Background: an optimization exercise with open tools, aiming at small area. Do not read the settings as production practice.
Function was checked by simulation only, so behaviour that the tests miss may differ from the original.
Power and IR drop assume default switching activity.

==> flow/design.v <==
`timescale 1ns / 1ps
module debounce(input logic clk, input logic rst, input logic button, output logic pulse);
  logic [4:0] s;
  logic fb;
  assign fb = (s == 5'd0) ? button : (~s[4] ^ (s[1] & ~s[2]));
  always_ff @(posedge clk)
    if (rst)
      s <= 5'd0;
    else
      s <= {s[3:0], fb};
  assign pulse = (s == 5'd1);
endmodule
`timescale 1ns / 1ps
module instruction(
    input logic [4:0] readAddress,
    output logic [15:0] readData,
    output logic [15:0] readData2
    );
    logic [4:0] a;
    assign a = readAddress;
    assign readData[0] = (a == 5'd1) | (a == 5'd3) | (a == 5'd5) | (a == 5'd7) | (a == 5'd9) | (a == 5'd12) | (a == 5'd13) | (a == 5'd17) | (a == 5'd18) | (a == 5'd19);
    assign readData[1] = (a == 5'd4) | (a == 5'd5) | (a == 5'd17) | (a == 5'd18) | (a == 5'd19);
    assign readData[2] = (a == 5'd0) | (a == 5'd1) | (a == 5'd6) | (a == 5'd7) | (a == 5'd15) | (a == 5'd17);
    assign readData[3] = (a == 5'd17);
    assign readData[4] = (a == 5'd3) | (a == 5'd7) | (a == 5'd9) | (a == 5'd14) | (a == 5'd17) | (a == 5'd18);
    assign readData[5] = (a == 5'd13) | (a == 5'd14) | (a == 5'd15) | (a == 5'd17) | (a == 5'd18);
    assign readData[6] = (a == 5'd14);
    assign readData[7] = (a == 5'd14);
    assign readData[8] = (a == 5'd1) | (a == 5'd5) | (a == 5'd11) | (a == 5'd13) | (a == 5'd14) | (a == 5'd16);
    assign readData[9] = (a == 5'd10) | (a == 5'd11) | (a == 5'd14) | (a == 5'd15);
    assign readData[10] = (a == 5'd4) | (a == 5'd5) | (a == 5'd11) | (a == 5'd12) | (a == 5'd14) | (a == 5'd16);
    assign readData[11] = (a == 5'd11) | (a == 5'd14) | (a == 5'd16) | (a == 5'd19);
    assign readData[12] = (a == 5'd0) | (a == 5'd1) | (a == 5'd4) | (a == 5'd5) | (a == 5'd10) | (a == 5'd11) | (a == 5'd12) | (a == 5'd13) | (a == 5'd19);
    assign readData[13] = (a == 5'd0) | (a == 5'd1) | (a == 5'd4) | (a == 5'd5) | (a == 5'd8) | (a == 5'd9) | (a == 5'd10) | (a == 5'd11) | (a == 5'd12) | (a == 5'd13) | (a == 5'd16) | (a == 5'd18);
    assign readData[14] = (a == 5'd14) | (a == 5'd15) | (a == 5'd18);
    assign readData[15] = (a == 5'd13) | (a == 5'd16) | (a == 5'd18);
    assign readData2[0] = (a == 5'd0) | (a == 5'd2) | (a == 5'd4) | (a == 5'd6) | (a == 5'd8) | (a == 5'd11) | (a == 5'd12) | (a == 5'd16) | (a == 5'd17) | (a == 5'd18);
    assign readData2[1] = (a == 5'd3) | (a == 5'd4) | (a == 5'd16) | (a == 5'd17) | (a == 5'd18);
    assign readData2[2] = (a == 5'd0) | (a == 5'd5) | (a == 5'd6) | (a == 5'd14) | (a == 5'd16) | (a == 5'd31);
    assign readData2[3] = (a == 5'd16);
    assign readData2[4] = (a == 5'd2) | (a == 5'd6) | (a == 5'd8) | (a == 5'd13) | (a == 5'd16) | (a == 5'd17);
    assign readData2[5] = (a == 5'd12) | (a == 5'd13) | (a == 5'd14) | (a == 5'd16) | (a == 5'd17);
    assign readData2[6] = (a == 5'd13);
    assign readData2[7] = (a == 5'd13);
    assign readData2[8] = (a == 5'd0) | (a == 5'd4) | (a == 5'd10) | (a == 5'd12) | (a == 5'd13) | (a == 5'd15);
    assign readData2[9] = (a == 5'd9) | (a == 5'd10) | (a == 5'd13) | (a == 5'd14);
    assign readData2[10] = (a == 5'd3) | (a == 5'd4) | (a == 5'd10) | (a == 5'd11) | (a == 5'd13) | (a == 5'd15);
    assign readData2[11] = (a == 5'd10) | (a == 5'd13) | (a == 5'd15) | (a == 5'd18);
    assign readData2[12] = (a == 5'd0) | (a == 5'd3) | (a == 5'd4) | (a == 5'd9) | (a == 5'd10) | (a == 5'd11) | (a == 5'd12) | (a == 5'd18) | (a == 5'd31);
    assign readData2[13] = (a == 5'd0) | (a == 5'd3) | (a == 5'd4) | (a == 5'd7) | (a == 5'd8) | (a == 5'd9) | (a == 5'd10) | (a == 5'd11) | (a == 5'd12) | (a == 5'd15) | (a == 5'd17) | (a == 5'd31);
    assign readData2[14] = (a == 5'd13) | (a == 5'd14) | (a == 5'd17);
    assign readData2[15] = (a == 5'd12) | (a == 5'd15) | (a == 5'd17);
endmodule
`timescale 1ns / 1ps
module controller(
        input logic clk,
        input logic kill,              
        input logic [15:0] RDinst,
        input logic [7:0] regData1,    
        input logic [7:0] regData2,    
        input logic [7:0] memData,     
        output logic regWrite,
        output logic memWrite,
        output logic [3:0] Adress,
        output logic [7:0] Data,
        output logic jmp
    );
    logic [3:0] op;
    assign op = RDinst[15:12];
    logic [7:0] p, g, sum;
    logic [8:0] cy;
    assign p = regData1 ^ regData2;
    assign g = regData1 & regData2;
    assign cy[0] = 1'b0;
    genvar k;
    generate
        for (k = 0; k < 8; k = k + 1) begin : g_add
            assign cy[k + 1] = g[k] | (p[k] & cy[k]);
        end
    endgenerate
    assign sum = p ^ cy[7:0];
    always_ff @(posedge clk) begin
        if (kill) begin
            regWrite <= 1'b0;
            memWrite <= 1'b0;
            jmp <= 1'b0;
        end else begin
            regWrite <= (op == 4'd2) || (op == 4'd3) || (op == 4'd4) || (op == 4'd5);
            memWrite <= (op == 4'd0) || (op == 4'd1);
            jmp <= ((op == 4'd10) || (op == 4'd11)) && (p == 8'd0);
        end
        Adress <= (op[2] | op[0]) ? RDinst[11:8] : RDinst[7:4];
        Data <= op[2] ? sum :
                op[0] ? RDinst[7:0] :
                op[1] ? memData : regData2;
    end
endmodule
`timescale 1ns / 1ps
module registerFile(
    input logic clk,
    input logic reset,
    input logic writeEnable,
    input logic [3:0] A1,
    input logic [3:0] A2,
    input logic [3:0] A3,
    input logic [7:0] WD3,
    output logic [7:0] RD1,
    output logic [7:0] RD2
    );
    logic [15:0][7:0] registerArr;
    logic [7:0] wd;
    assign wd = reset ? 8'hff : ~WD3;
    genvar i;
    generate
        for (i = 0; i < 16; i = i + 1) begin : g_entry
            always_ff @(posedge clk)
                if (reset || (writeEnable && A3 == i))
                    registerArr[i] <= wd;
        end
    endgenerate
    always_comb begin
        RD1 = 8'd0;
        RD2 = 8'd0;
        for (int j = 0; j < 16; j = j + 1) begin
            RD1 = RD1 | (~registerArr[j] & {8{A1 == j}});
            RD2 = RD2 | (~registerArr[j] & {8{A2 == j}});
        end
    end
endmodule
`timescale 1ns / 1ps
module dataMemory(
    input logic clk,
    input logic reset,
    input logic WE,
    input logic [3:0] A,
    input logic [3:0] A2,
    input logic [3:0] address,
    input logic [7:0] WD,
    output logic [7:0] RD,
    output logic [7:0] RD2
    );
    logic [15:0][7:0] memory;
    logic [7:0] wd;
    assign wd = reset ? 8'hff : ~WD;
    genvar i;
    generate
        for (i = 0; i < 16; i = i + 1) begin : g_entry
            always_ff @(posedge clk)
                if (reset || (WE && address == i))
                    memory[i] <= wd;
        end
    endgenerate
    always_comb begin
        RD = 8'd0;
        RD2 = 8'd0;
        for (int j = 0; j < 16; j = j + 1) begin
            RD = RD | (~memory[j] & {8{A == j}});
            RD2 = RD2 | (~memory[j] & {8{A2 == j}});
        end
    end
endmodule
`timescale 1ns / 1ps
module SevSeg_4digit(
 input clk, 
 input rst,
 input [3:0] in3, in2, in1, in0,  
 output [6:0]seg, output logic dp,  
 output [3:0] an    
 );
localparam N = 4;
logic [N-1:0] count;
always@ (posedge clk)
	if (rst)
		count <= {N{1'b0}};
	else
		count <= count + 1;
logic [4:0]digit_val;  
logic [3:0]digit_en;   
always@ (*)
 begin
 digit_en = 4'b1111;  
 digit_val = in0;  
  case(count[N-1:N-2])  
   2'b00 :   
    begin
     digit_val = {1'b0, in0};
     digit_en = 4'b1110;
    end
   2'b01:   
    begin
     digit_val = {1'b0, in1};
     digit_en = 4'b1101;
    end
   2'b10:   
    begin
     digit_val = {1'b1, in2};
     digit_en = 4'b1011;
    end
   2'b11:   
    begin
     digit_val = {1'b0, in3};
     digit_en = 4'b0111;
    end
  endcase
 end
logic [6:0] sseg_LEDs; 
always @(*)
 begin 
  sseg_LEDs = 7'b1111111;  
  case( digit_val)
   5'd0 : sseg_LEDs = 7'b1000000;  
   5'd1 : sseg_LEDs = 7'b1111001;  
   5'd2 : sseg_LEDs = 7'b0100100;  
   5'd3 : sseg_LEDs = 7'b0110000;  
   5'd4 : sseg_LEDs = 7'b0011001;  
   5'd5 : sseg_LEDs = 7'b0010010;  
   5'd6 : sseg_LEDs = 7'b0000010;  
   5'd7 : sseg_LEDs = 7'b1111000;  
   5'd8 : sseg_LEDs = 7'b0000000;  
   5'd9 : sseg_LEDs = 7'b0010000;  
   5'd10: sseg_LEDs = 7'b0001000;  
   5'd11: sseg_LEDs = 7'b0000011;  
   5'd12: sseg_LEDs = 7'b1000110;  
   5'd13: sseg_LEDs = 7'b0100001;  
   5'd14: sseg_LEDs = 7'b0000110;  
   5'd15: sseg_LEDs = 7'b0001110;  
   5'd16: sseg_LEDs = 7'b0110111;  
   default : sseg_LEDs = 7'b0111111;  
  endcase
 end
assign an = digit_en;
assign seg = sseg_LEDs; 
assign dp = 1'b1;  
endmodule
`timescale 1ns / 1ps
module TopModule(
        input logic clk,
        input logic rst,
        input middleB,
        input upB,
        input leftB,
        input rightB,
        input downB,
        input [15:0] sw,
        output logic [6:0] seg,
        output logic dp,
        output logic [3:0] an,
        output logic [15:0] led
    );
    logic rightButtonPushed, leftButtonPushed, downButtonPushed, middleButtonPushed, upButtonPushed;
    debounce debounceModuleForRight(clk, rst, rightB, rightButtonPushed);
    debounce debounceModuleForLeft(clk, rst, leftB, leftButtonPushed);
    debounce debounceModuleForDown(clk, rst, downB, downButtonPushed);
    debounce debounceModuleForMid(clk, rst, middleB, middleButtonPushed);
    debounce debounceModuleForUp(clk, rst, upB, upButtonPushed);
    logic [4:0] Ains;
    logic [15:0] RDinst;
    logic [15:0] RDinst2;
    logic [7:0] RD1reg;
    logic [7:0] RD2reg;
    logic [3:0] Amem;
    logic [7:0] RDmem;
    logic [7:0] RDmem2;
    logic regWrite;
    logic memWrite;
    logic [7:0] Data;
    logic [3:0] Adress;
    logic jmp;
    logic reset;
    logic takeFromSw;
    logic [15:0] cntInput;
    logic clearMem;
    always_ff @(posedge clk) begin
        if (rst) begin
            takeFromSw <= 0;
            reset <= 0;
            Amem <= 0;
            Ains <= 0;
        end else if (rightButtonPushed) begin
            takeFromSw <= 0;
            reset <= 0;
            Amem <= Amem + 4'd1;
        end else if (leftButtonPushed) begin
            takeFromSw <= 0;
            reset <= 0;
            Amem <= Amem - 4'd1;
        end else if (downButtonPushed) begin
            takeFromSw <= 0;
            reset <= 0;
            if (jmp)
                Ains <= cntInput[12:8];
            else
                Ains <= Ains + 5'd1;
        end else if (upButtonPushed) begin
            reset <= 1;
            takeFromSw <= 0;
        end else if (middleButtonPushed) begin
            takeFromSw <= 1;
            reset <= 0;
        end
    end
    instruction instruction(Ains, RDinst, RDinst2);
    assign led = RDinst2;
    always_ff @(posedge clk)
        if (takeFromSw)
            cntInput <= sw;
        else
            cntInput <= RDinst;
    logic rstd, kill;
    always_ff @(posedge clk)
        rstd <= rst;
    assign kill = rst | rstd;
    controller controller(clk, kill, cntInput, RD1reg, RD2reg, RDmem2,
                          regWrite, memWrite, Adress, Data, jmp);
    assign clearMem = reset | rst;
    registerFile register(clk, clearMem, regWrite, cntInput[7:4], cntInput[3:0], Adress, Data, RD1reg, RD2reg);
    dataMemory memoryModule(clk, clearMem, memWrite, Amem, cntInput[3:0], Adress, Data, RDmem, RDmem2);
    SevSeg_4digit displayModule(clk, rst, Amem, 4'd1, RDmem[7:4], RDmem[3:0], seg, dp, an);
endmodule
==> flow/flow/run.sh <==
#!/bin/bash
# Own layout flow: the standard synthesis, then the combinational logic
# between the (unchanged) registers is re-mapped by ABC with a stronger
# area script, then the standard layout from that netlist on, with
# clock-tree and port-buffer options for area. Each tool logs to its own file.
set -euo pipefail
HERE=$(pwd)
RES=$HERE/orfs/results/$FLOW_PLATFORM/TopModule/base
LIB=$FLOW_HOME/platforms/$FLOW_PLATFORM/lib/sky130_fd_sc_hd__tt_025C_1v80.lib

# 1. standard synthesis (the standard flow's own, unchanged)
bash standard.sh synth > log_synth.txt 2>&1

# 2. re-map the combinational logic; registers stay as they are
cp $RES/1_2_yosys.v $HERE/netlist_std.v
cp $RES/1_2_yosys.v $RES/1_2_yosys_std.v
python3 flow/split_lib.py $LIB $HERE/comb.lib $HERE/seq.lib > log_split.txt 2>&1
DU=""
for c in $(grep -A40 '^export DONT_USE_CELLS' $FLOW_HOME/platforms/$FLOW_PLATFORM/config.mk | grep -o 'sky130_fd_sc_hd__[a-z0-9_]*'); do
  DU="$DU -dont_use $c"
done
cat > $HERE/reopt.ys <<EOY
read_liberty -ignore_miss_func -ignore_miss_data_latch $HERE/comb.lib
read_liberty -lib $HERE/seq.lib
read_verilog $HERE/netlist_std.v
hierarchy -top $FLOW_TOP
flatten
opt_clean -purge
abc -script $HERE/flow/abc_area.script -liberty $LIB $DU
opt_clean -purge
hilomap -singleton -hicell sky130_fd_sc_hd__conb_1 HI -locell sky130_fd_sc_hd__conb_1 LO
splitnets
opt_clean -purge
insbuf -buf sky130_fd_sc_hd__buf_4 A X
tee -o $HERE/reopt_stat.txt stat -liberty $LIB
write_verilog -noattr -nohex -nodec $HERE/netlist_reopt.v
EOY
yosys -l log_reopt.txt -q -s $HERE/reopt.ys > /dev/null 2>&1
rm -f $HERE/comb.lib $HERE/seq.lib
cp $HERE/netlist_reopt.v $RES/1_2_yosys.v
touch $RES/1_2_yosys.v

# 3. the rest of the standard layout
export CTS_ARGS="-sink_clustering_enable -repair_clock_nets -dont_use_dummy_load -buf_list sky130_fd_sc_hd__clkbuf_4 -sink_clustering_size 10 -sink_clustering_max_diameter 40"
export BUFFER_PORTS_ARGS="-buffer_cell sky130_fd_sc_hd__buf_1"
bash standard.sh > log_layout.txt 2>&1
==> flow/flow/abc_area.script <==
strash; balance; rewrite; refactor; balance; rewrite; rewrite -z; balance; refactor -z; rewrite -z; balance; dc2; balance; rewrite; refactor; balance; rewrite; rewrite -z; balance; refactor -z; rewrite -z; balance; &get -n; &dch -f; &nf -p -R 1000 -F 8 -A 4; &put; topo
==> flow/flow/split_lib.py <==
# Split the platform's liberty file into its combinational cells (comb.lib)
# and its sequential cells (seq.lib), so that Yosys can model the former as
# logic and keep the latter (the registers) as black boxes.
import re, sys
txt = open(sys.argv[1]).read()
i = txt.index('cell (')
header = txt[:i]
cells = []
pos = i
while True:
    j = txt.find('cell (', pos)
    if j < 0:
        break
    k = txt.index('{', j)
    depth = 1
    p = k + 1
    while depth:
        c = txt[p]
        if c == '{':
            depth += 1
        elif c == '}':
            depth -= 1
        p += 1
    cells.append(txt[j:p])
    pos = p
comb = [c for c in cells if not re.search(r'\b(ff|latch|statetable)\s*\(', c)]
seq = [c for c in cells if re.search(r'\b(ff|latch|statetable)\s*\(', c)]
open(sys.argv[2], 'w').write(header + '\n'.join(comb) + '\n}\n')
open(sys.argv[3], 'w').write(header + '\n'.join(seq) + '\n}\n')
==> flow/standard.sh <==
#!/bin/bash
# synth_recipe.tcl (not shown) runs the flow's synth.tcl, then flattens the netlist and writes it again
# the make line also repeats each setting of config.mk as NAME=value (left out here)
make -C /OpenROAD-flow-scripts/flow DESIGN_CONFIG=/design/flow/config.mk WORK_HOME=/design/flow/orfs CLKGATE_MAP_FILE= SYNTH_SCRIPT=/design/flow/synth_recipe.tcl "${@:-finish}"
==> flow/config.mk <==
export PLATFORM = sky130hd
export DESIGN_NAME = TopModule
export DESIGN_NICKNAME = TopModule
export VERILOG_FILES = /design/flow/design.v
export SDC_FILE = /design/flow/constraint.sdc
export NUM_CORES = 4
export LEC_CHECK = 0
export ABC_AREA = 1
export CAP_MARGIN = 20
export CORE_MARGIN = 2
export CORE_UTILIZATION = 40
export GPL_TIMING_DRIVEN = 0
export PLACE_DENSITY = 0.85
export SLEW_MARGIN = 20
==> flow/constraint.sdc <==
create_clock -name core_clock -period 6.0 [get_ports {clk}]
set_input_delay 1.2000 -clock core_clock [delete_from_list [all_inputs] [get_ports {clk}]]
set_output_delay 1.2000 -clock core_clock [all_outputs]
set_load 0.01 [all_outputs]
==> results of run 1 <==
-- metrics by stage --
step	instance area [um^2]	util	power [uW]
3_3_place_gp	14700	0.427	3410
2_1_floorplan	13900	-	3160
3_5_place_dp	14700	0.427	3430
5_1_grt	15000	0.437	4540
6_report	15000	0.437	4430
4_1_cts	15000	0.436	4370
-- cells in the final DEF (no fill, tap or decap), drive strengths merged, types with 7 or more instances in the layout --
cell      n
dfxtp    72
edfxtp  256
o22ai   241
nor3     31
o21ai    30
a31oi     8
nor2     90
clkinv   25
buf      51
a211oi   10
o22a      7
nor2b    39
a21oi    40
nand2b    9
nand3    56
nand2   142
clkbuf   40
nor4     52
nand4    19
-- metal layers --
layer  share of wire  global-route usage  vias up
met5               0                   0        -
met4           0.068               0.137        0
met1            0.33               0.307     5568
met2            0.43               0.380     1347
li1                -                   -     5006
met3            0.17              0.0915      341
-- critical path: cells and delay by family, from the launching register on --
family	cells	cell delay (ns)
AOI/OAI and AO/OA	4	0.92
DFF	1	0.49
buffers and inverters	1	0.17
and+or+nand+nor	7	1.76
-- area by class of cell --
type	count	area [um^2]
well taps	455	569
plain buffers	1	7.51
diodes	1	2.50
fillers	3118	19400
multi-input cells	845	4710
flip-flops and latches	328	9130
inverters	25	93.8
repair buffers	50	196
clock buffers	40	300
-- state kept, by name, indices dropped and copies added (netlist names), 5 cells and up --
| name | count |
|---|---|
| debounceModuleForLeft.s | 5 |
| Ains | 5 |
| memoryModule.memory | 128 |
| debounceModuleForUp.s | 5 |
| debounceModuleForMid.s | 5 |
| register.registerArr | 128 |
| debounceModuleForRight.s | 5 |
| controller.Data | 8 |
| cntInput | 16 |
| debounceModuleForDown.s | 5 |
-- power breakdown --
group / internal [uW] / switching [uW] / total (uW)
Clock: 308 / 693 / 1000
Combinational: 163 / 491 / 655
Sequential: 2650 / 129 / 2780
Total: 3120 / 1310 / 4430
-- path summary, 6_finish.rpt --
check | start | to | slack [ns] | depth (start not counted)
max | Amem[1]$_SDFFE_PP0P_ | seg[1] | 0.72 | 12
min reg2reg | rstd$_DFF_P_ | controller.regWrite$_SDFF_PP0_ | 0.45 | 1
max reg2reg | cntInput[3]$_DFF_P_ | controller.Data[7]$_DFF_P_ | 1.22 | 15
min | rstd$_DFF_P_ | controller.regWrite$_SDFF_PP0_ | 0.45 | 1
==> flow_summary.ini, run 1 <==
[clocking]
clockBufferDepth = 3
cts_hold_buffers = 0
cts_tree = done
numClockSinks = 328
cts_post_setup_buffers_inserted = 0
clk_pin_slew_ns = 0.11
h-tree-depth = 2
cts_root_buf = clkbuf_4
cts_made_buffers = 40
clk_latency_ns = 0.71
cts-resized-gates = 0

[floorplan]
initial_core_util = 0.405
pin_count = 51
core-area_um2 = 34400
fp.dieW_um = 191
die_h_um = 191
die_area_um2 = 36300
rows = 68

[layout]
area_delta_synth_final_pct = 7.88
layout.nets = 1314
final_cells = 1745
final_layout_size_suffix_gt1_frac = 0.0372

[critical_path]
crit_slowest_cell = nand3_1
critical_path.max_stage_delay_ns = 0.54
start_kind = flop
end_kind = primary output
crit_path_max_fanout = 8
crit_required_ns = 4.80
path_cells = nor2b_1 -> nand3_1 -> o22a_1 -> o211ai_1 -> nor4_1 -> a21oi_1 -> nand2_1 -> or2_0 -> nand3_1 -> nand2_1 -> o21ai_0 -> buf_1
path_class = flop to primary output
worstPathArrival_ns = 4.08

[sta]
fin_crit_sh = 0.879
setup_viol = 0
hold_viol_final = 0
rsz0062_at_grt = no
hold_slack_ns = 0.446
skew_ns = 0.0812
finalSetupTns_ns = 0
slew_headroom = 0.145
max_freq_mhz = 190
fin_ws_ns = 0.724
layout_min_cycle_time_ns = 5.28
slew_violations = 0
worst_pin_slew_ns = 1.28

[grt]
grt_start_max_net_pins = 45
overflow = 0
grt_pass1_wl_um = 67200
first_global_vias = 11411
grt_usage = 0.249
antenna_found_initial = 1

[detailed_routing]
drtAntennaViolNets = 0
drtIter0Drc = 2648
route.detailed.drc = 0
wl_per_cell_um = 26.5
drt_pre_antenna_iters = 14
vias_per_cell = 7.03
wl_um = 46300
vias = 12262

[place]
dp.cells = 1704
hpwl_um = 27400
place_ws_ns = 1.45
finalWeightedCongestion = 0.971
portBuffers = 49

[yosys]
synthCells = 1199
yosysWarnings = 6
avgSynthCellArea_um2 = 11.6
syn_nets = 1222
synth_area_um2 = 13900

[worst_hold_path]
hold_class = flop to flop

[job]
drv_cap = 0

[power_and_ir_drop]
power.density_nw_per_um2 = 295
power_leakage_uw = 0.00415
ir_worst_vdd_mv = 0.195

[status]
status = finished clean
==> inputs of run 2 (changes only) <==
--- a/flow/flow/run.sh
+++ b/flow/flow/run.sh
@@ -41,6 +41,6 @@
 touch $RES/1_2_yosys.v
 
 # 3. the rest of the standard layout
-export CTS_ARGS="-sink_clustering_enable -repair_clock_nets -dont_use_dummy_load -buf_list sky130_fd_sc_hd__clkbuf_4 -sink_clustering_size 10 -sink_clustering_max_diameter 40"
+export CTS_ARGS="-sink_clustering_enable -repair_clock_nets -dont_use_dummy_load -buf_list sky130_fd_sc_hd__clkbuf_8 -sink_clustering_size 20 -sink_clustering_max_diameter 60"
 export BUFFER_PORTS_ARGS="-buffer_cell sky130_fd_sc_hd__buf_1"
 bash standard.sh > log_layout.txt 2>&1
==> flow/flow/abc_area.script (replaced) <==
strash; balance; rewrite; refactor; balance; rewrite; rewrite -z; balance; refactor -z; rewrite -z; balance; dc2; balance; rewrite; refactor; balance; rewrite; rewrite -z; balance; refactor -z; rewrite -z; balance; &get -n; &deepsyn -T 60; &put; &get -n; &dch -f; &nf -p -R 1000 -F 8 -A 4; &put; topo; strash; &get -n; &dch -f; &nf -p -R 1000 -F 8 -A 4; &put; topo
--- a/flow/config.mk
+++ b/flow/config.mk
@@ -10,5 +10,4 @@
 export CORE_MARGIN = 2
 export CORE_UTILIZATION = 40
 export GPL_TIMING_DRIVEN = 0
-export PLACE_DENSITY = 0.85
 export SLEW_MARGIN = 20
==> run 2 against run 1 <==
Sequential power about the same. Combinational power grew 11%. Worst hold slack got worse by 0.0064 ns. Area after synthesis down 1.3%. Sequential cell count is the same. Die area is 1.3% lower. Critical path depth up 3. Sequential share of layout area down 0.76 points. Worst setup slack got worse by 0.45 ns. Critical path type unchanged. Largest cell class unchanged. Largest power group unchanged.
==> flow_summary.ini, run 2 <==
[status]
status = finished clean

[critical_path]
crit_path_max_fanout = 8
worstPathArrival_ns = 4.52
end_kind = primary output
crit_slowest_cell = dfxtp_1
path_cells = nor2b_1 -> nand3_2 -> o22ai_1 -> nor3_1 -> o2111ai_1 -> nor4_2 -> a221o_1 -> nor2_1 -> nor2b_1 -> nor3b_1 -> nor2_1 -> nand2_1 -> nand3_1 -> o41ai_1 -> buf_1
start_kind = flop
critical_path.max_stage_delay_ns = 0.54
crit_required_ns = 4.80
path_class = flop to primary output
reg2regPathDepth = 16

[power_and_ir_drop]
ir_worst_vdd_mv = 0.191
swShare = 0.293
power.density_nw_per_um2 = 301
internal_power_uw = 3240
power_leakage_uw = 0.00420
power.clock.fraction = 0.232
p_comb_frac = 0.159
power_frac_seq = 0.609
p_switching_uw = 1340

[detailed_routing]
wl_per_cell_um = 27.7
vias = 11368
route.detailed.drc = 0
vias_per_cell = 6.67
drtAntennaViolNets = 0
wl_um = 47300
drtIter0Drc = 1630
drt_pre_antenna_iters = 8

[worst_hold_path]
hold_class = flop to flop
hold_depth = 1

[sta]
skew_ns = 0.0860
finalSetupTns_ns = 0
slew_violations = 0
worst_pin_slew_ns = 1.23
slew_headroom = 0.177
max_freq_mhz = 175
layout_min_cycle_time_ns = 5.72
rsz0062_at_grt = no
setup_viol = 0
fin_crit_sh = 0.954
hold_viol_final = 0

[grt]
grt_start_max_net_pins = 40
grt_use_met2 = 0.401
grt_pass1_wl_um = 68000
first_global_vias = 10801
grt_usage = 0.258
grtUsageMet3 = 0.0612
top_usage_layer = met2
overflow = 0
antenna_found_initial = 0
grt_util_met1 = 0.341

[floorplan]
die_area_um2 = 35800
rows = 67
pin_count = 51
initial_core_util = 0.407
die_h_um = 189
core-area_um2 = 33700
fp.dieW_um = 189

[place]
finalWeightedCongestion = 0.934
dp.cells = 1678
hpwl_um = 30000
portBuffers = 49

[layout]
layout.nets = 1282
multi_input_area_um2 = 4710
fillers = 3137
reg_top3 = memoryModule.memory (128), register.registerArr (128), cntInput (16)
area_delta_synth_final_pct = 10.8
diodes = 0
layout_common_cells = edfxtp_1, o22ai_1, nor2_1, nand2_1, dfxtp_1
final_cells = 1705
final_common_cell = edfxtp_1
final_layout_size_suffix_gt1_frac = 0.0732
seq_area_um2 = 9130

[clocking]
cts_made_buffers = 25
clockBufferDepth = 3
cts_tree = done
h-tree-depth = 1
numClockSinks = 328
cts_root_buf = clkbuf_8
cts_post_setup_buffers_inserted = 0
clk_pin_slew_ns = 0.11
clk_latency_ns = 0.63

[yosys]
avgSynthCellArea_um2 = 11.8
synthCells = 1162
synth_area_um2 = 13700
syn_nets = 1185
yosysWarnings = 6

[job]
drv_cap = 0
[run 2: critical path: cells and delay by family (launching register included)]
| kind | cells | cell delay (ns) |
|---|---|---|
| AOI/OAI and AO/OA | 4 | 1.12 |
| buffers and inverters | 1 | 0.20 |
| DFF | 1 | 0.54 |
| and+or+nand+nor | 10 | 2.03 |
[run 2: final timing paths]
path / startpoint / to / slack [ns]
hold / removal: cntInput[10]$_DFF_P_ / controller.Adress[2]$_DFF_P_ / 0.44
hold reg to reg: cntInput[10]$_DFF_P_ / controller.Adress[2]$_DFF_P_ / 0.44
setup reg to reg: cntInput[3]$_DFF_P_ / controller.Data[7]$_DFF_P_ / 1.40
setup / recovery: Amem[3]$_SDFFE_PP0P_ / seg[6] / 0.28
[run 2: area by class of cell]
type                            count  share of cell area
Inverter                           13             0.00321
Sequential cell                   328               0.601
Buffer                              1            0.000494
Timing Repair Buffer               70              0.0268
Tap cell                          448              0.0369
Multi-Input combinational cell    820               0.309
Clock buffer                       25              0.0226
[run 2: timing repair]
item / 4_1_cts / 5_1_grt
hold buffers: 0 / 0
resized for setup: 0 / 17
endpoints found under the setup margin: 0 / 1
[run 2: power by group through the flow]
| stage | Sequential [uW] | Combinational [uW] | Clock (uW) |
|---|---|---|---|
| after floorplan | 2780 | 410 | 0 |
| after global placement | 2830 | 653 | 0 |
| after detailed placement | 2820 | 691 | 0 |
| after CTS | 2780 | 691 | 1060 |
| after global routing | 2800 | 771 | 1150 |
| final | 2790 | 729 | 1060 |
[run 2: layer usage]
metal	routed length, um	vias to the layer above
met2	21000	926
met1	17900	5371
met4	2310	0
li1	-	4862
met5	0	-
met3	6070	209
[run 2: stage by stage]
step / setup WS (ns) / util / area, um^2 / hold WS, ns / total power, uW
2_1_floorplan: 1.68 / - / 13700 / 0.408 / 3190
3_3_place_gp: 0.449 / 0.429 / 14500 / 0.431 / 3490
3_5_place_dp: 0.881 / 0.438 / 14800 / 0.442 / 3510
4_1_cts: 0.197 / 0.448 / 15100 / 0.434 / 4530
5_1_grt: 0.0556 / 0.451 / 15200 / 0.447 / 4720
6_report: 0.278 / 0.451 / 15200 / 0.440 / 4580
==> inputs of run 3 (changes only) <==
==> flow/flow/abc_area.script (replaced) <==
strash; balance; rewrite; refactor; balance; rewrite; rewrite -z; balance; refactor -z; rewrite -z; balance; dc2; balance; rewrite; refactor; balance; rewrite; rewrite -z; balance; refactor -z; rewrite -z; balance; &get -n; &dch -f; &nf -p -R 1000 -F 8 -A 4; &put; topo; strash; &get -n; &dch -f; &nf -p -R 1000 -F 8 -A 4; &put; topo
--- a/flow/config.mk
+++ b/flow/config.mk
@@ -6,8 +6,8 @@
 export NUM_CORES = 4
 export LEC_CHECK = 0
 export ABC_AREA = 1
-export CAP_MARGIN = 20
+export CAP_MARGIN = 10
 export CORE_MARGIN = 2
 export CORE_UTILIZATION = 40
 export GPL_TIMING_DRIVEN = 0
-export SLEW_MARGIN = 20
+export SLEW_MARGIN = 10
==> run 3 against run 2 <==
Now fails the layout checks on capacitance limit, slew limit. Highest routed layer unchanged. Utilization fell by 0.82 points. Sequential share of layout area barely moved. Sequential power is essentially flat. Synthesized cell count is essentially flat. Clock skew shrank 0.047 ns. Critical path type unchanged. Worst setup slack better by 0.20 ns. Fmax grew 3.6%. Final area fell by 0.11%. Global-route usage is essentially flat. Routed wire length grew 1.0%. Sequential cell count is the same.
==> flow_summary.ini, run 3 <==
[sta]
layout_min_cycle_time_ns = 5.52
fin_crit_sh = 0.921
max_freq_mhz = 181
rsz0062_at_grt = no
slew_violations = 1
slew_headroom = -0.00169
worst_pin_slew_ns = 1.50
skew_ns = 0.0385
finalSetupTns_ns = 0
setup_viol = 0
hold_viol_final = 0

[worst_hold_path]
min_from = debounceModuleForDown.s[1]$_SDFF_PP0_
hold_class = flop to flop

[grt]
antenna_found_initial = 0
grt_use_met2 = 0.389
top_usage_layer = met2
grt_usage = 0.257
grtUsageMet3 = 0.0694
overflow = 0
grt_start_max_net_pins = 41
grt_pass1_wl_um = 68000
grt_util_met1 = 0.351
first_global_vias = 10774

[yosys]
avgSynthCellArea_um2 = 11.9
synth_area_um2 = 13800
yosysWarnings = 6
syn_nets = 1184
synthCells = 1161

[critical_path]
worstPathArrival_ns = 4.32
crit_required_ns = 4.80
end_kind = primary output
critPathLaunch = Amem[1]$_SDFFE_PP0P_
rr_startpoint = cntInput[3]$_DFF_P_
path_class = flop to primary output
start_kind = flop
crit_path_max_fanout = 12

[status]
so_faults = capacitance limit, slew limit
status = complete, but fails checks

[power_and_ir_drop]
ir_worst_vdd_mv = 0.167
power_uw = 4470
power_leakage_uw = 0.00416
power.density_nw_per_um2 = 294

[floorplan]
fp.dieW_um = 190
pin_count = 51
core-area_um2 = 34300
rows = 68
die_h_um = 190
die_area_um2 = 36100
initial_core_util = 0.403

[layout]
final_common_cell = edfxtp_1
layout_common_cells = edfxtp_1, o22ai_1, nand2_1, nor2_1, dfxtp_1
reg_top3 = memoryModule.memory (128), register.registerArr (128), cntInput (16)
final_layout_size_suffix_gt1_frac = 0.0477
area_delta_synth_final_pct = 9.87
layout.nets = 1284
diodes = 0

[detailed_routing]
wl_um = 47800
vias_per_cell = 6.71
drtIter0Drc = 1771
vias = 11496
drt_pre_antenna_iters = 6
route.detailed.drc = 0
wl_per_cell_um = 27.9
drtAntennaViolNets = 0

[clocking]
cts_hold_buffers = 0
clk_pin_slew_ns = 0.11
clockBufferDepth = 3
cts-resized-gates = 0
cts_post_setup_buffers_inserted = 0
numClockSinks = 328
cts_tree = done
cts_root_buf = clkbuf_8
h-tree-depth = 1
clk_latency_ns = 0.60
cts_made_buffers = 23

[place]
portBuffers = 49
hpwl_um = 30000
finalWeightedCongestion = 0.928

[job]
drv_cap = 1
==> run 3: per-layer routing <==
metal	wire, um	vias to the layer above	part of all wire
li1	-	4908	-
met5	0	-	0
met4	2050	0	0.043
met3	6810	184	0.14
met2	20700	974	0.43
met1	18200	5430	0.38
==> run 3: through the flow <==
stage                     cells  cell area (um^2)  setup slack [ns]   util  hold WS (ns)
after floorplan            1161             13800              2.36      -         0.418
after global placement     1665             14600             0.302  0.425         0.433
after detailed placement   1691             14900              1.24  0.434         0.443
after CTS                  1714             15200             0.587  0.443         0.457
after global routing       1714             15200             0.233  0.443         0.479
final                      1714             15200             0.476  0.443         0.455
==> run 3: cell type report <==
type	instances	area (um^2)
multi-input combinational	811	4650
fill	3157	19100
inverter	21	78.8
tap	455	569
timing repair buffer	75	438
clock buffer	23	317
buffer	1	7.51
sequential	328	9130
==> run 3: worst paths after layout <==
kind / slack [ns] / end / cells past startpoint
worst max-delay path: 0.48 / seg[5] / 12
worst min-delay path: 0.46 / debounceModuleForDown.s[2]$_SDFF_PP0_ / 2
worst max register to register: 1.32 / controller.Data[7]$_DFF_P_ / 18
worst min register to register: 0.46 / debounceModuleForDown.s[2]$_SDFF_PP0_ / 2
==> run 3: power by group <==
| part | internal (uW) | leakage [uW] | switching, uW | total (uW) |
|---|---|---|---|---|
| logic | 186 | 0.00145 | 492 | 678 |
| clock network | 345 | 0.000165 | 664 | 1010 |
| registers | 2650 | 0.00254 | 131 | 2780 |
==> run 3: critical path, stage by stage, from the launching register on <==
cell and delay [ns]:
dfxtp_1 0.59, nor2b_1 0.43, nand3_1 0.56, o22ai_1 0.28, nor3_1 0.08, a31oi_1 0.43
a31oi_1 0.08, o21ai_0 0.21, nor2_1 0.15, a211oi_1 0.50, o21ai_0 0.18, nand2_1 0.10
buf_1 0.15
==> inputs of run 4 (changes only) <==
--- a/flow/flow/run.sh
+++ b/flow/flow/run.sh
@@ -36,11 +36,22 @@
 write_verilog -noattr -nohex -nodec $HERE/netlist_reopt.v
 EOY
 yosys -l log_reopt.txt -q -s $HERE/reopt.ys > /dev/null 2>&1
-rm -f $HERE/comb.lib $HERE/seq.lib
-cp $HERE/netlist_reopt.v $RES/1_2_yosys.v
+
+# 3. prove the re-mapped logic equal to the standard synthesis's (registers
+#    cut open, SAT on the miter); keep the standard netlist if it is not
+python3 flow/cut.py $HERE/netlist_std.v $HERE/cut_std.v
+python3 flow/cut.py $HERE/netlist_reopt.v $HERE/cut_reopt.v
+if yosys -l log_equiv.txt -q -p "read_liberty -ignore_miss_func -ignore_miss_data_latch $HERE/comb.lib; read_verilog $HERE/cut_std.v; rename $FLOW_TOP gold; read_verilog $HERE/cut_reopt.v; rename $FLOW_TOP gate; flatten gold gate; opt_clean; miter -equiv -flatten -make_outputs gold gate miter; hierarchy -top miter; sat -verify -prove trigger 0" > /dev/null 2>&1; then
+  echo "re-mapped netlist proven equal; using it" > equiv_result.txt
+  cp $HERE/netlist_reopt.v $RES/1_2_yosys.v
+else
+  echo "re-mapped netlist NOT proven equal; keeping the standard one" > equiv_result.txt
+  cp $HERE/netlist_std.v $RES/1_2_yosys.v
+fi
+rm -f $HERE/comb.lib $HERE/seq.lib $HERE/cut_std.v $HERE/cut_reopt.v
 touch $RES/1_2_yosys.v
 
-# 3. the rest of the standard layout
-export CTS_ARGS="-sink_clustering_enable -repair_clock_nets -dont_use_dummy_load -buf_list sky130_fd_sc_hd__clkbuf_8 -sink_clustering_size 20 -sink_clustering_max_diameter 60"
+# 4. the rest of the standard layout
+export CTS_ARGS="-sink_clustering_enable -repair_clock_nets -dont_use_dummy_load -buf_list sky130_fd_sc_hd__clkbuf_8 -sink_clustering_size 16 -sink_clustering_max_diameter 60"
 export BUFFER_PORTS_ARGS="-buffer_cell sky130_fd_sc_hd__buf_1"
 bash standard.sh > log_layout.txt 2>&1
==> flow/flow/cut.py (new file) <==
# cut.py in.v out.v: replace each register instance by ports (its Q becomes an
# input, its D and DE outputs), leaving only the combinational logic.
import re,sys
txt=open(sys.argv[1]).read()
m=re.search(r'module\s+TopModule\s*\((.*?)\);',txt,re.S)
ports=m.group(1)
newports=[];decls=[];
def repl(mm):
    typ,name,conns=mm.group(1),mm.group(2),mm.group(3)
    if not re.search(r'__(dfxtp|edfxtp|dfxbp|dfrtp)',typ): return mm.group(0)
    base=re.sub(r'[^A-Za-z0-9_]','_',name.lstrip('\\'))
    out=[]
    for pin,net in re.findall(r'\.(\w+)\(([^()]*)\)',conns):
        net=net.strip()
        if pin=='CLK': continue
        p='cut_%s_%s'%(base,pin)
        newports.append(p)
        if pin in ('Q','Q_N'):
            decls.append('  input %s;'%p); out.append('  assign %s = %s ;'%(net,p))
        else:
            decls.append('  output %s;'%p); out.append('  assign %s = %s ;'%(p,net))
    return '\n'.join(out)
body=re.sub(r'(sky130_fd_sc_hd__\w+)\s+(\S+)\s*\((.*?)\);',repl,txt,flags=re.S)
body=body.replace(m.group(0),'module TopModule(%s, %s);\n%s'%(ports,', '.join(newports),'\n'.join(decls)),1)
open(sys.argv[2],'w').write(body)
--- a/flow/config.mk
+++ b/flow/config.mk
@@ -6,8 +6,9 @@
 export NUM_CORES = 4
 export LEC_CHECK = 0
 export ABC_AREA = 1
-export CAP_MARGIN = 10
+export CAP_MARGIN = 20
 export CORE_MARGIN = 2
 export CORE_UTILIZATION = 40
 export GPL_TIMING_DRIVEN = 0
-export SLEW_MARGIN = 10
+export PLACE_DENSITY = 0.85
+export SLEW_MARGIN = 20
==> run 4 against run 3 <==
The run now finishes clean. Largest cell class unchanged. Register-to-register slack better by 0.04 ns. Fmax up 0.34%. Clock power about the same. Final area down 0.15%. Critical path depth unchanged. Critical endpoint unchanged. Synthesized cell count unchanged. Sequential share of layout area up 0.089 points. Highest routed layer unchanged.
==> flow_summary.ini, run 4 <==
[status]
status = finished clean

[detailed_routing]
wl_um = 45000
vias_per_cell = 7.05
route.detailed.drc = 0
drtAntennaViolNets = 0
drtIter0Drc = 2853
vias = 12053
wl_per_cell_um = 26.4
drt_pre_antenna_iters = 10

[grt]
first_global_vias = 11382
grt_pass1_wl_um = 66000
grt_util_met1 = 0.292
overflow = 0
antenna_found_initial = 0
grt_start_max_net_pins = 40
top_usage_layer = met2
grt_usage = 0.241
grtUsageMet3 = 0.0849
grt_use_met2 = 0.378

[layout]
layout_common_cells = edfxtp_1, o22ai_1, nand2_1, nor2_1, dfxtp_1
design_area_um2 = 15200
layout.nets = 1278
final_common_cell = edfxtp_1
fillers = 3070
final_layout_size_suffix_gt1_frac = 0.0495
multi_input_area_um2 = 4690
seq_area_um2 = 9130
area_delta_synth_final_pct = 9.71
reg_top3 = memoryModule.memory (128), register.registerArr (128), cntInput (16)

[clocking]
cts_root_buf = clkbuf_8
cts_tree = done
cts-resized-gates = 0
clockBufferDepth = 3
cts_made_buffers = 24
clk_latency_ns = 0.60
numClockSinks = 328
clk_pin_slew_ns = 0.09
cts_post_setup_buffers_inserted = 0
h-tree-depth = 1
cts_hold_buffers = 0

[floorplan]
initial_core_util = 0.403
core-area_um2 = 34300
die_h_um = 190
fp.dieW_um = 190
die_area_um2 = 36100
pin_count = 51
rows = 68

[critical_path]
worstReg2RegEnd = controller.Data[7]$_DFF_P_
reg2regPathDepth = 18
crit_path_max_fanout = 12
end_kind = primary output
crit_required_ns = 4.80
path_class = flop to primary output
worstPathArrival_ns = 4.30
rr_startpoint = cntInput[2]$_DFF_P_
start_kind = flop
r2r_setup_slack_ns = 1.36

[yosys]
avgSynthCellArea_um2 = 11.9
synth_area_um2 = 13800
synthCells = 1161
syn_nets = 1184
yosysWarnings = 6

[sta]
skew_ns = 0.0572
slew_violations = 0
fin_crit_sh = 0.917
hold_viol_final = 0
worst_pin_slew_ns = 1.28
finalSetupTns_ns = 0
max_freq_mhz = 182
setup_viol = 0
layout_min_cycle_time_ns = 5.50
fin_ws_ns = 0.495
slew_headroom = 0.146
rsz0062_at_grt = no

[worst_hold_path]
whs_endpoint = controller.Adress[2]$_DFF_P_
hold_depth = 1
hold_class = flop to flop
min_from = cntInput[10]$_DFF_P_

[power_and_ir_drop]
power.density_nw_per_um2 = 296
ir_worst_vdd_mv = 0.224
power_leakage_uw = 0.00413

[place]
place_area_um2 = 14800
finalWeightedCongestion = 0.989
hpwl_um = 28100
portBuffers = 49
place_ws_ns = 1.35

[job]
drv_cap = 0
run 4: per-stage QoR:
step            util  hold WS [ns]  instances  power (uW)
2_1_floorplan      -         0.418       1161        3160
3_3_place_gp   0.425         0.430       1665        3410
3_5_place_dp   0.432         0.450       1683        3460
4_1_cts        0.442         0.436       1707        4420
5_1_grt        0.442         0.458       1708        4580
6_report       0.442         0.444       1709        4490
run 4: worst max path at each step:
stage	start	to	depth (start not counted)
floorplan	Amem[0]$_SDFFE_PP0P_	seg[1]	10
global placement	rst	memoryModule.memory[18]$_DFFE_PP_	3
detailed placement	Amem[0]$_SDFFE_PP0P_	seg[5]	12
CTS	Amem[0]$_SDFFE_PP0P_	seg[5]	12
global route	Amem[1]$_SDFFE_PP0P_	seg[5]	12
finish	Amem[0]$_SDFFE_PP0P_	seg[5]	12
run 4: area by class of cell:
| class | instances | area share |
|---|---|---|
| Clock buffer | 24 | 0.0218 |
| Timing Repair Buffer | 68 | 0.0237 |
| Multi-Input combinational cell | 811 | 0.309 |
| Sequential cell | 328 | 0.602 |
| Antenna cell | 1 | 0.000165 |
| Tap cell | 455 | 0.0375 |
| Buffer | 1 | 0.000495 |
| Inverter | 21 | 0.00520 |
run 4: worst max-delay path, stage by stage (launching register included):
cell and delay (ns):
dfxtp_1 0.62, nor2b_1 0.21, nand3_1 0.53, o22ai_1 0.17, nor3_1 0.26, o221ai_1 0.16
nor4_1 0.41, a211o_1 0.32, clkinv_1 0.17, a211oi_1 0.43, o21ai_0 0.17, nand2_1 0.10
buf_1 0.16
run 4: report_power, final:
part / leakage (uW) / internal [uW] / switching [uW]
clock: 0.000173 / 358 / 669
sequential: 0.00254 / 2650 / 132
combinational: 0.00142 / 181 / 496
run 4: routing by layer:
metal,vias to the layer above,share of wire
met5,-,0
met4,0,0.070
met3,357,0.17
met2,1376,0.43
met1,5418,0.32
li1,4902,-
==> inputs of run 5 (changes only) <==
==> flow/flow/abc_area.script (replaced) <==
strash; balance; rewrite; refactor; balance; rewrite; rewrite -z; balance; refactor -z; rewrite -z; balance; dc2; balance; rewrite; refactor; balance; rewrite; rewrite -z; balance; refactor -z; rewrite -z; balance; &get -n; &dch -f; &nf -p -R 1000 -F 8 -A 4; &put; topo
==> run 5 against run 4 <==
Combinational power is 3.4% lower. Worst hold slack better by 0.0094 ns. First-iteration DRC count is 16% lower. Via count is 0.31% higher. Worst setup slack better by 0.34 ns. Critical path depth stayed put. Utilization is 0.48 points lower. Sequential cell count stayed put. Die area is 0.64% higher. Clock skew is 0.0095 ns lower. Fmax is 6.6% higher. Critical path type unchanged. Largest cell class unchanged. Highest routed layer unchanged.
==> flow_summary.ini, run 5 <==
[yosys]
synth_area_um2 = 13900
avgSynthCellArea_um2 = 11.6
syn_nets = 1222
yosysWarnings = 6
synthCells = 1199

[critical_path]
crit_required_ns = 4.80
start_kind = flop
path_class = flop to primary output
crit_path_end = seg[1]
worstReg2RegEnd = controller.Data[7]$_DFF_P_
end_kind = primary output
reg2regPathDepth = 15
r2r_setup_slack_ns = 1.26
worstPathArrival_ns = 3.96
crit_path_max_fanout = 8
critPathLaunch = Amem[0]$_SDFFE_PP0P_
rr_startpoint = cntInput[1]$_DFF_P_

[sta]
worst_pin_slew_ns = 1.27
finalSetupTns_ns = 0
fin_crit_sh = 0.861
layout_min_cycle_time_ns = 5.16
fin_ws_ns = 0.835
hold_viol_final = 0
slew_headroom = 0.152
slew_violations = 0
skew_ns = 0.0477
hold_slack_ns = 0.453
setup_viol = 0
rsz0062_at_grt = no
max_freq_mhz = 194

[floorplan]
fp.dieW_um = 191
die_area_um2 = 36300
pin_count = 51
rows = 68
core-area_um2 = 34400
initial_core_util = 0.405
die_h_um = 191

[power_and_ir_drop]
ir_worst_vdd_mv = 0.239
power.density_nw_per_um2 = 297
power_leakage_uw = 0.00413

[detailed_routing]
drt_pre_antenna_iters = 10
drtIter0Drc = 2389
route.detailed.drc = 0
vias_per_cell = 7.00
drtAntennaViolNets = 0
wl_per_cell_um = 26.7
wl_um = 46100
vias = 12090

[layout]
design_area_um2 = 15000
fillers = 3104
area_delta_synth_final_pct = 8.07
reg_top3 = memoryModule.memory (128), register.registerArr (128), cntInput (16)
final_common_cell = edfxtp_1
layout_common_cells = edfxtp_1, o22ai_1, nand2_1, nor2_1, dfxtp_1
final_layout_size_suffix_gt1_frac = 0.0251
diodes = 0
layout.nets = 1298

[clocking]
clk_latency_ns = 0.58
clk_pin_slew_ns = 0.10
cts_made_buffers = 24
h-tree-depth = 1
cts_tree = done
clockBufferDepth = 3
cts_root_buf = clkbuf_8
cts_hold_buffers = 0
numClockSinks = 328
cts_post_setup_buffers_inserted = 0
cts-resized-gates = 0

[place]
finalWeightedCongestion = 0.971
place_area_um2 = 14700
portBuffers = 49
hpwl_um = 27400
place_ws_ns = 1.45

[status]
status = finished clean

[grt]
grt_usage = 0.246
antenna_found_initial = 0
first_global_vias = 11287
grt_pass1_wl_um = 66900
overflow = 0
grt_start_max_net_pins = 45

[worst_hold_path]
hold_class = flop to flop

[job]
drv_cap = 0
## run 5: where the power goes
part	switching, uW	internal (uW)	leakage, uW
logic	490	163	0.00142
registers	128	2650	0.00254
clock network	675	359	0.000173
## run 5: worst max-delay path, stage by stage (launching register included)
cell and delay (ns):
dfxtp_1 0.39, and2_0 0.28, nand2_1 0.48, o22ai_1 0.16
nor4_1 0.33, o211ai_1 0.16, nor4_1 0.51, a21oi_1 0.16
nand2_1 0.24, nor2_1 0.11, a21boi_0 0.28, o21ai_0 0.13
buf_1 0.14
## run 5: how the worst min path moves through the flow
stage | start | end | cells after the start
after floorplan | cntInput[15]$_DFF_P_ | controller.regWrite$_SDFF_PP0_ | 1
after global placement | rstd$_DFF_P_ | controller.regWrite$_SDFF_PP0_ | 1
after detailed placement | rstd$_DFF_P_ | controller.regWrite$_SDFF_PP0_ | 1
after CTS | rstd$_DFF_P_ | controller.regWrite$_SDFF_PP0_ | 1
after global routing | rstd$_DFF_P_ | controller.regWrite$_SDFF_PP0_ | 1
final | rstd$_DFF_P_ | controller.regWrite$_SDFF_PP0_ | 1
## run 5: metrics by stage
step                      instances  power (uW)  utilization
after global placement         1703        3410        0.427
after floorplan                1199        3160            -
after CTS                      1728        4390        0.437
after global routing           1728        4560        0.438
final                          1728        4460        0.438
after detailed placement       1704        3430        0.427
## run 5: per-layer routing
| layer | part of all wire | GRT usage |
|---|---|---|
| met2 | 0.43 | 0.382 |
| met3 | 0.17 | 0.0789 |
| met4 | 0.066 | 0.127 |
| met1 | 0.33 | 0.309 |
| met5 | 0 | 0 |
## run 5: layout make-up
cell class | instances | area, um^2 | area share
timing repair buffer | 50 | 196 | 0.0131
buffer | 1 | 7.51 | 0.000499
inverter | 25 | 93.8 | 0.00624
clock buffer | 24 | 330 | 0.0220
multi-input combinational | 845 | 4710 | 0.313
tap | 455 | 569 | 0.0379
sequential | 328 | 9130 | 0.607
==> inputs of run 6 (changes only) <==
--- a/flow/design.v
+++ b/flow/design.v
@@ -1,14 +1,15 @@
 `timescale 1ns / 1ps
 module debounce(input logic clk, input logic rst, input logic button, output logic pulse);
   logic [4:0] s;
-  logic fb;
-  assign fb = (s == 5'd0) ? button : (~s[4] ^ (s[1] & ~s[2]));
+  logic idle, fb;
+  assign idle = ~s[0] & ~s[1] & ~s[3] & ~s[4];
+  assign fb = idle ? button : (~s[3] ^ s[4] ^ (s[1] & ~s[2] & s[3]));
   always_ff @(posedge clk)
     if (rst)
       s <= 5'd0;
     else
       s <= {s[3:0], fb};
-  assign pulse = (s == 5'd1);
+  assign pulse = s[0] & ~s[1] & ~s[2] & ~s[4];
 endmodule
 `timescale 1ns / 1ps
 module instruction(
--- a/flow/config.mk
+++ b/flow/config.mk
@@ -8,7 +8,7 @@
 export ABC_AREA = 1
 export CAP_MARGIN = 20
 export CORE_MARGIN = 2
-export CORE_UTILIZATION = 40
+export CORE_UTILIZATION = 55
 export GPL_TIMING_DRIVEN = 0
 export PLACE_DENSITY = 0.85
 export SLEW_MARGIN = 20
==> run 6 against run 5 <==
Still clean on timing, DRC and antenna. Worst hold slack improved by 0.0071 ns. Total power fell by 1.5%. Critical path type unchanged. First-iteration DRC count rose by 15%. Area after synthesis fell by 0.42%.
==> flow_summary.ini, run 6 <==
[sta]
slew_violations = 0
hold_viol_final = 0
setup_viol = 0
fin_ws_ns = 0.256
fin_crit_sh = 0.957
layout_min_cycle_time_ns = 5.74
max_freq_mhz = 174
hold_slack_ns = 0.460
slew_headroom = 0.144
worst_pin_slew_ns = 1.28
skew_ns = 0.0572
finalSetupTns_ns = 0
rsz0062_at_grt = no

[critical_path]
reg2regPathDepth = 14
path_class = flop to primary output
start_kind = flop
rr_startpoint = cntInput[1]$_DFF_P_
worstPathArrival_ns = 4.54
critPathLaunch = Amem[0]$_SDFFE_PP0P_
crit_path_max_fanout = 13
r2r_setup_slack_ns = 1.33
critPathBufInv = 2
critical_path.max_stage_delay_ns = 0.65
path_cells = nor2b_1 -> nand3_1 -> o22ai_1 -> or4_1 -> nor3_1 -> a22o_1 -> a21oi_1 -> nand3_1 -> clkinv_1 -> a21oi_1 -> o21a_1 -> a211oi_1 -> o21ai_0 -> buf_1
crit_path_end = seg[3]
path_depth = 14
end_kind = primary output
worstReg2RegEnd = controller.Data[7]$_DFF_P_
crit_required_ns = 4.80
crit_slowest_cell = dfxtp_1
critical-path-top-delay-family = compound AO/OA/AOI/OAI gates

[grt]
grt_start_max_net_pins = 44
overflow = 0
first_global_vias = 11001
antenna_found_initial = 0
grt_usage = 0.326
grt_pass1_wl_um = 64200

[detailed_routing]
vias = 11828
drt_pre_antenna_iters = 9
drtAntennaViolNets = 0
wl_per_cell_um = 27.7
drtIter0Drc = 2753
wl_um = 43700
vias_per_cell = 7.49
route.detailed.drc = 0

[floorplan]
pin_count = 51
die_h_um = 163
rows = 58
initial_core_util = 0.555
die_area_um2 = 26500
fp.dieW_um = 163
core-area_um2 = 25000

[clocking]
cts_hold_buffers = 0
h-tree-depth = 1
numClockSinks = 328
clk_pin_slew_ns = 0.10
cts_made_buffers = 25
cts_tree = done
cts-resized-gates = 0
cts_root_buf = clkbuf_8
clockBufferDepth = 3
clk_latency_ns = 0.60
cts_post_setup_buffers_inserted = 0

[layout]
layout_common_cells = edfxtp_1, o22ai_1, nand2_1, nor2_1, dfxtp_1
final_layout_size_suffix_gt1_frac = 0.0240
area_delta_synth_final_pct = 6.97
final_common_cell = edfxtp_1
reg_top3 = memoryModule.memory (128), register.registerArr (128), cntInput (16)
fillers = 1981
utilization = 0.594
layout.nets = 1274
diodes = 0

[status]
status = finished clean

[yosys]
syn_nets = 1197
synthCells = 1174
yosysWarnings = 6
synth_area_um2 = 13900
avgSynthCellArea_um2 = 11.8

[power_and_ir_drop]
power.density_nw_per_um2 = 297
power_leakage_uw = 0.00412
ir_worst_vdd_mv = 0.179

[place]
portBuffers = 49
finalWeightedCongestion = 1.05
place_ws_ns = 1.15
hpwl_um = 27100

[job]
drv_cap = 0

[worst_hold_path]
hold_class = flop to flop
==> run 6: area by class of cell <==
cell class | instances | area [um^2] | share of cell area
buffer | 1 | 7.51 | 0.000506
inverter | 21 | 78.8 | 0.00532
sequential | 328 | 9130 | 0.616
timing repair buffer | 50 | 196 | 0.0133
tap | 330 | 413 | 0.0279
multi-input combinational | 824 | 4650 | 0.314
clock buffer | 25 | 344 | 0.0232
==> run 6: how the worst min path moves through the flow <==
stage,endpoint,depth (start not counted),startpoint
detailed placement,displayModule.count[0]$_SDFF_PP0_,1,displayModule.count[0]$_SDFF_PP0_
CTS,debounceModuleForMid.s[2]$_SDFF_PP0_,2,debounceModuleForMid.s[1]$_SDFF_PP0_
floorplan,displayModule.count[0]$_SDFF_PP0_,1,displayModule.count[0]$_SDFF_PP0_
global route,debounceModuleForMid.s[4]$_SDFF_PP0_,1,debounceModuleForMid.s[3]$_SDFF_PP0_
global placement,displayModule.count[0]$_SDFF_PP0_,1,displayModule.count[0]$_SDFF_PP0_
finish,debounceModuleForMid.s[2]$_SDFF_PP0_,2,debounceModuleForMid.s[1]$_SDFF_PP0_
==> run 6: routing by layer <==
metal,vias up,wire length (um),GRT usage
li1,4887,-,-
met1,5247,14300,0.422
met2,1366,18300,0.483
met3,328,8010,0.120
met4,0,3070,0.171
met5,-,0,0
==> run 6: worst min-delay path, delay by kind of cell (launching register included) <==
kind                   cells  cell delay (ns)
buffers and inverters      1             0.06
AND/OR/NAND/NOR            1             0.03
flip-flops                 1             0.34
==> run 6: metrics by stage <==
stage | power [uW] | cells | area (um^2)
2_1_floorplan | 3100 | 1174 | 13900
3_3_place_gp | 3330 | 1553 | 14500
3_5_place_dp | 3350 | 1554 | 14500
4_1_cts | 4330 | 1579 | 14800
5_1_grt | 4490 | 1579 | 14800
6_report | 4400 | 1579 | 14800
==> run 6: power breakdown <==
part / leakage, uW / switching [uW] / total (uW) / internal (uW)
combinational: 0.00140 / 438 / 589 / 152
sequential: 0.00254 / 123 / 2750 / 2630
clock: 0.000180 / 683 / 1060 / 372
total: 0.00412 / 1240 / 4400 / 3150
==> inputs of run 7 (changes only) <==
--- a/flow/config.mk
+++ b/flow/config.mk
@@ -8,7 +8,7 @@
 export ABC_AREA = 1
 export CAP_MARGIN = 20
 export CORE_MARGIN = 2
-export CORE_UTILIZATION = 55
+export CORE_UTILIZATION = 40
 export GPL_TIMING_DRIVEN = 0
 export PLACE_DENSITY = 0.85
 export SLEW_MARGIN = 20
==> run 7 against run 6 <==
Critical path depth did not move. Register-to-register slack improved by 0.10 ns. Die area grew 37%. Non-clock buffer count grew 2. Fmax is 1.3% higher. Routed wire length up 5.9%. Via count grew 1.7%. Combinational power increased by 3%. First-iteration DRC count down 11%. Final area is 1.2% higher. Clock-buffer cell count decreased by 1. Critical path type unchanged. Largest power group unchanged.
==> flow_summary.ini, run 7 <==
[status]
status = finished clean

[power_and_ir_drop]
p_switching_uw = 1260
ir_worst_vdd_mv = 0.238
power_leakage_uw = 0.00412
power.density_nw_per_um2 = 293
p_comb_frac = 0.139
power_frac_seq = 0.625
swShare = 0.286
power.clock.fraction = 0.237
power_uw = 4400
internal_power_uw = 3140

[detailed_routing]
route.detailed.drc = 0
vias_per_cell = 7.06
drtAntennaViolNets = 0
wl_met1_um = 15100
vias = 12030
dr_wl_met2_um = 20100
drtIter0Drc = 2449
highest_layer = met4
drt_pre_antenna_iters = 9
wl_per_cell_um = 27.1
wl_um = 46300
wl_met3_um = 7980

[clocking]
clk_latency_ns = 0.61
cts_hold_buffers = 0
clk_pin_slew_ns = 0.10
clockBufferDepth = 3
cts_made_buffers = 24
cts_tree = done
h-tree-depth = 1
cts_root_buf = clkbuf_8
numClockSinks = 328
cts_post_setup_buffers_inserted = 0
cts-resized-gates = 0

[yosys]
yosysWarnings = 6
syn_nets = 1197
synth_area_um2 = 13900
avgSynthCellArea_um2 = 11.8
synthCells = 1174

[layout]
reg_top3 = memoryModule.memory (128), register.registerArr (128), cntInput (16)
final_layout_size_suffix_gt1_frac = 0.0264
layout_common_cells = edfxtp_1, o22ai_1, nand2_1, nor2_1, dfxtp_1
area_delta_synth_final_pct = 8.23
final_common_cell = edfxtp_1
layout.nets = 1275
final_cells = 1705
diodes = 0

[critical_path]
critical-path-top-delay-family = compound AO/OA/AOI/OAI gates
critPathBufInv = 2
path_class = flop to primary output
worstPathArrival_ns = 4.47
reg2regPathDepth = 14
end_kind = primary output
crit_required_ns = 4.80
path_cells = nor2b_1 -> nand3_1 -> o22ai_1 -> or4_1 -> nor3_1 -> a22o_1 -> a21oi_1 -> nand3_1 -> clkinv_1 -> a21oi_1 -> o21a_1 -> a211oi_1 -> o21ai_0 -> buf_1
path_depth = 14
crit_slowest_cell = dfxtp_1
start_kind = flop
crit_path_max_fanout = 12
critical_path.max_stage_delay_ns = 0.57

[sta]
layout_min_cycle_time_ns = 5.67
hold_viol_final = 0
slew_headroom = 0.115
slew_violations = 0
skew_ns = 0.0572
max_freq_mhz = 176
worst_pin_slew_ns = 1.32
finalSetupTns_ns = 0
rsz0062_at_grt = no
fin_crit_sh = 0.945
setup_viol = 0

[grt]
grt_pass1_wl_um = 67300
antenna_found_initial = 1
grt_usage = 0.249
grt_start_max_net_pins = 44
overflow = 0
first_global_vias = 11244

[floorplan]
core-area_um2 = 34300
fp.dieW_um = 190
initial_core_util = 0.404
die_h_um = 190
rows = 68
pin_count = 51
die_area_um2 = 36100

[place]
portBuffers = 49
finalWeightedCongestion = 0.970
hpwl_um = 28100
dp.cells = 1681

[worst_hold_path]
hold_depth = 2
hold_class = flop to flop

[job]
drv_cap = 0
==> run 7: area by class of cell <==
class	count	area, um^2
clock buffer	24	330
buffer	1	7.51
inverter	21	78.8
tap	455	569
fill	3101	19300
timing repair buffer	52	219
multi-input combinational	824	4660
sequential	328	9130
==> run 7: final timing paths <==
path                                        start                                   end  slack (ns)
max                          Amem[2]$_SDFFE_PP0P_                                seg[3]        0.33
min          debounceModuleForMid.s[1]$_SDFF_PP0_  debounceModuleForMid.s[2]$_SDFF_PP0_        0.46
max reg2reg                   cntInput[3]$_DFF_P_            controller.Data[7]$_DFF_P_        1.43
min reg2reg  debounceModuleForMid.s[1]$_SDFF_PP0_  debounceModuleForMid.s[2]$_SDFF_PP0_        0.46
==> run 7: stage by stage <==
step	instance area [um^2]	hold WS (ns)	util	setup WS (ns)
global placement	14600	0.429	0.426	0.512
finish	15000	0.456	0.437	0.332
CTS	15000	0.460	0.437	0.591
detailed placement	14700	0.441	0.427	1.25
global route	15000	0.477	0.437	0.198
floorplan	13900	0.418	-	2.11
==> run 7: worst reg2reg max path, delay by kind of cell (launching register included) <==
family / cells / cell delay (ns)
adders and majority gates: 1 / 0.32
DFF: 1 / 0.56
xor gates and xnor gates: 1 / 0.16
and+or+nand+nor: 5 / 1.66
AOI/OAI and AO/OA: 7 / 1.73
==> run 7: power groups by stage <==
stage,sequential [uW],combinational [uW],clock [uW]
after floorplan,2750,359,0
after global placement,2780,553,0
after detailed placement,2790,574,0
after CTS,2740,575,1030
after global routing,2760,632,1110
final,2740,609,1040
==> run 7: metal layers <==
metal | track usage | vias up
met3 | 0.0867 | 317
met5 | 0 | -
met1 | 0.309 | 5526
li1 | - | 4900
met2 | 0.384 | 1287
met4 | 0.130 | 0
==> inputs of run 8 (changes only) <==
--- a/flow/flow/run.sh
+++ b/flow/flow/run.sh
@@ -52,6 +52,6 @@
 touch $RES/1_2_yosys.v
 
 # 4. the rest of the standard layout
-export CTS_ARGS="-sink_clustering_enable -repair_clock_nets -dont_use_dummy_load -buf_list sky130_fd_sc_hd__clkbuf_8 -sink_clustering_size 16 -sink_clustering_max_diameter 60"
+export CTS_ARGS="-sink_clustering_enable -repair_clock_nets -dont_use_dummy_load -buf_list sky130_fd_sc_hd__clkbuf_8 -sink_clustering_size 18 -sink_clustering_max_diameter 60"
 export BUFFER_PORTS_ARGS="-buffer_cell sky130_fd_sc_hd__buf_1"
 bash standard.sh > log_layout.txt 2>&1
==> run 8 against run 7 <==
Combinational power is essentially flat. Final area shrank 0.15%. Utilization shrank 0.066 points. Global-route usage shrank 0.19 points. Cell count shrank 0.12%. Synthesized cell count is the same. Sequential cell count is the same. Critical path type unchanged. Register-to-register slack gained 0.04 ns. Worst hold slack gained 0.0013 ns.
==> flow_summary.ini, run 8 <==
[status]
status = finished clean

[place]
portBuffers = 49
finalWeightedCongestion = 0.970
place_area_um2 = 14700
hpwl_um = 28100

[critical_path]
crit_path_max_fanout = 12
start_kind = flop
end_kind = primary output
rr_startpoint = cntInput[1]$_DFF_P_
worstPathArrival_ns = 4.46
r2r_setup_slack_ns = 1.47
critPathLaunch = Amem[1]$_SDFFE_PP0P_
crit_slowest_cell = dfxtp_1
crit_required_ns = 4.80
reg2regPathDepth = 14
worstReg2RegEnd = controller.Data[7]$_DFF_P_
critical_path.max_stage_delay_ns = 0.58
path_class = flop to primary output

[clocking]
numClockSinks = 328
clk_latency_ns = 0.60
cts_root_buf = clkbuf_8
cts_tree = done
cts_made_buffers = 22
clockBufferDepth = 3
clk_pin_slew_ns = 0.10
cts-resized-gates = 0
cts_post_setup_buffers_inserted = 0

[detailed_routing]
vias_per_cell = 7.00
wl_um = 46100
route.detailed.drc = 0
drtIter0Drc = 2426
vias = 11921
drt_pre_antenna_iters = 7
wl_per_cell_um = 27.1

[layout]
layout.nets = 1273
final_layout_size_suffix_gt1_frac = 0.0256
fillers = 3105
reg_top3 = memoryModule.memory (128), register.registerArr (128), cntInput (16)
final_common_cell = edfxtp_1
seq_area_um2 = 9130
area_delta_synth_final_pct = 8.07
diodes = 0
layout_common_cells = edfxtp_1, o22ai_1, nand2_1, nor2_1, dfxtp_1
design_area_um2 = 15000

[sta]
finalSetupTns_ns = 0
slew_violations = 0
hold_viol_final = 0
setup_viol = 0
rsz0062_at_grt = no
fin_crit_sh = 0.943
layout_min_cycle_time_ns = 5.66
slew_headroom = 0.133
skew_ns = 0.0809

[grt]
grt_usage = 0.247
grt_start_max_net_pins = 44
overflow = 0
grt_pass1_wl_um = 66900
first_global_vias = 11187

[floorplan]
rows = 68
die_h_um = 190
fp.dieW_um = 190
pin_count = 51
core-area_um2 = 34300

[yosys]
avgSynthCellArea_um2 = 11.8
yosysWarnings = 6
synthCells = 1174

[power_and_ir_drop]
power_uw = 4350
power.density_nw_per_um2 = 290
power_leakage_uw = 0.00411
ir_worst_vdd_mv = 0.215

[job]
drv_cap = 0
run 8: cell count changes in the layout (fill, tap and decap cells not counted):
cell and delta:
clkbuf_8 -2, nand3_1 -1, nand3_2 +1
run 8: report_power, final:
| group | total [uW] | internal (uW) | switching [uW] | leakage (uW) |
|---|---|---|---|---|
| logic | 607 | 152 | 455 | 0.00141 |
| clock network | 996 | 330 | 666 | 0.000158 |
| registers | 2740 | 2630 | 118 | 0.00254 |
run 8: layer usage:
| layer | global-route usage | up-vias | share of wire |
|---|---|---|---|
| li1 | - | 4894 | - |
| met5 | 0 | - | 0 |
| met1 | 0.303 | 5462 | 0.33 |
| met3 | 0.0904 | 299 | 0.17 |
| met2 | 0.385 | 1266 | 0.43 |
| met4 | 0.122 | 0 | 0.067 |
run 8: worst min-delay path by stage:
stage | startpoint | depth (start not counted) | end | slack [ns]
3_5_place_dp | displayModule.count[0]$_SDFF_PP0_ | 1 | displayModule.count[0]$_SDFF_PP0_ | 0.44
3_3_place_gp | debounceModuleForMid.s[1]$_SDFF_PP0_ | 2 | debounceModuleForMid.s[2]$_SDFF_PP0_ | 0.43
4_1_cts | debounceModuleForMid.s[1]$_SDFF_PP0_ | 2 | debounceModuleForMid.s[2]$_SDFF_PP0_ | 0.46
5_1_grt | displayModule.count[0]$_SDFF_PP0_ | 1 | displayModule.count[0]$_SDFF_PP0_ | 0.48
6_report | debounceModuleForMid.s[1]$_SDFF_PP0_ | 2 | debounceModuleForMid.s[2]$_SDFF_PP0_ | 0.46
2_1_floorplan | displayModule.count[0]$_SDFF_PP0_ | 1 | displayModule.count[0]$_SDFF_PP0_ | 0.42
run 8: stage by stage:
stage	utilization	setup WS [ns]	hold slack [ns]	std cells
3_5_place_dp	0.427	1.25	0.441	1681
5_1_grt	0.437	0.146	0.479	1703
6_report	0.437	0.343	0.457	1703
2_1_floorplan	-	2.11	0.418	1174
3_3_place_gp	0.426	0.512	0.429	1678
4_1_cts	0.436	0.592	0.461	1703
run 8: cell type report:
type | count | share of cell area
flip-flops and latches | 328 | 0.610
multi-input cells | 824 | 0.312
well taps | 455 | 0.0380
clock buffers | 22 | 0.0202
repair buffers | 52 | 0.0146
inverters | 21 | 0.00526
plain buffers | 1 | 0.000501
run 8: worst max-delay path, delay by kind of cell (launching register included):
kind / cells / cell delay [ns]
AO/OA/AOI/OAI: 7 / 1.69
buffers and inverters: 2 / 0.27
flip-flops: 1 / 0.58
AND/OR/NAND/NOR: 5 / 1.33

Re-timed with assumed drivers on the ports (clkbuf_16 on the clock, buf_2 on other inputs), run 8 has 0.299 ns of setup slack against 0.343 ns with ideal ports, and 0.904 ns once port delays also move by the mid clock arrival of 0.605 ns.
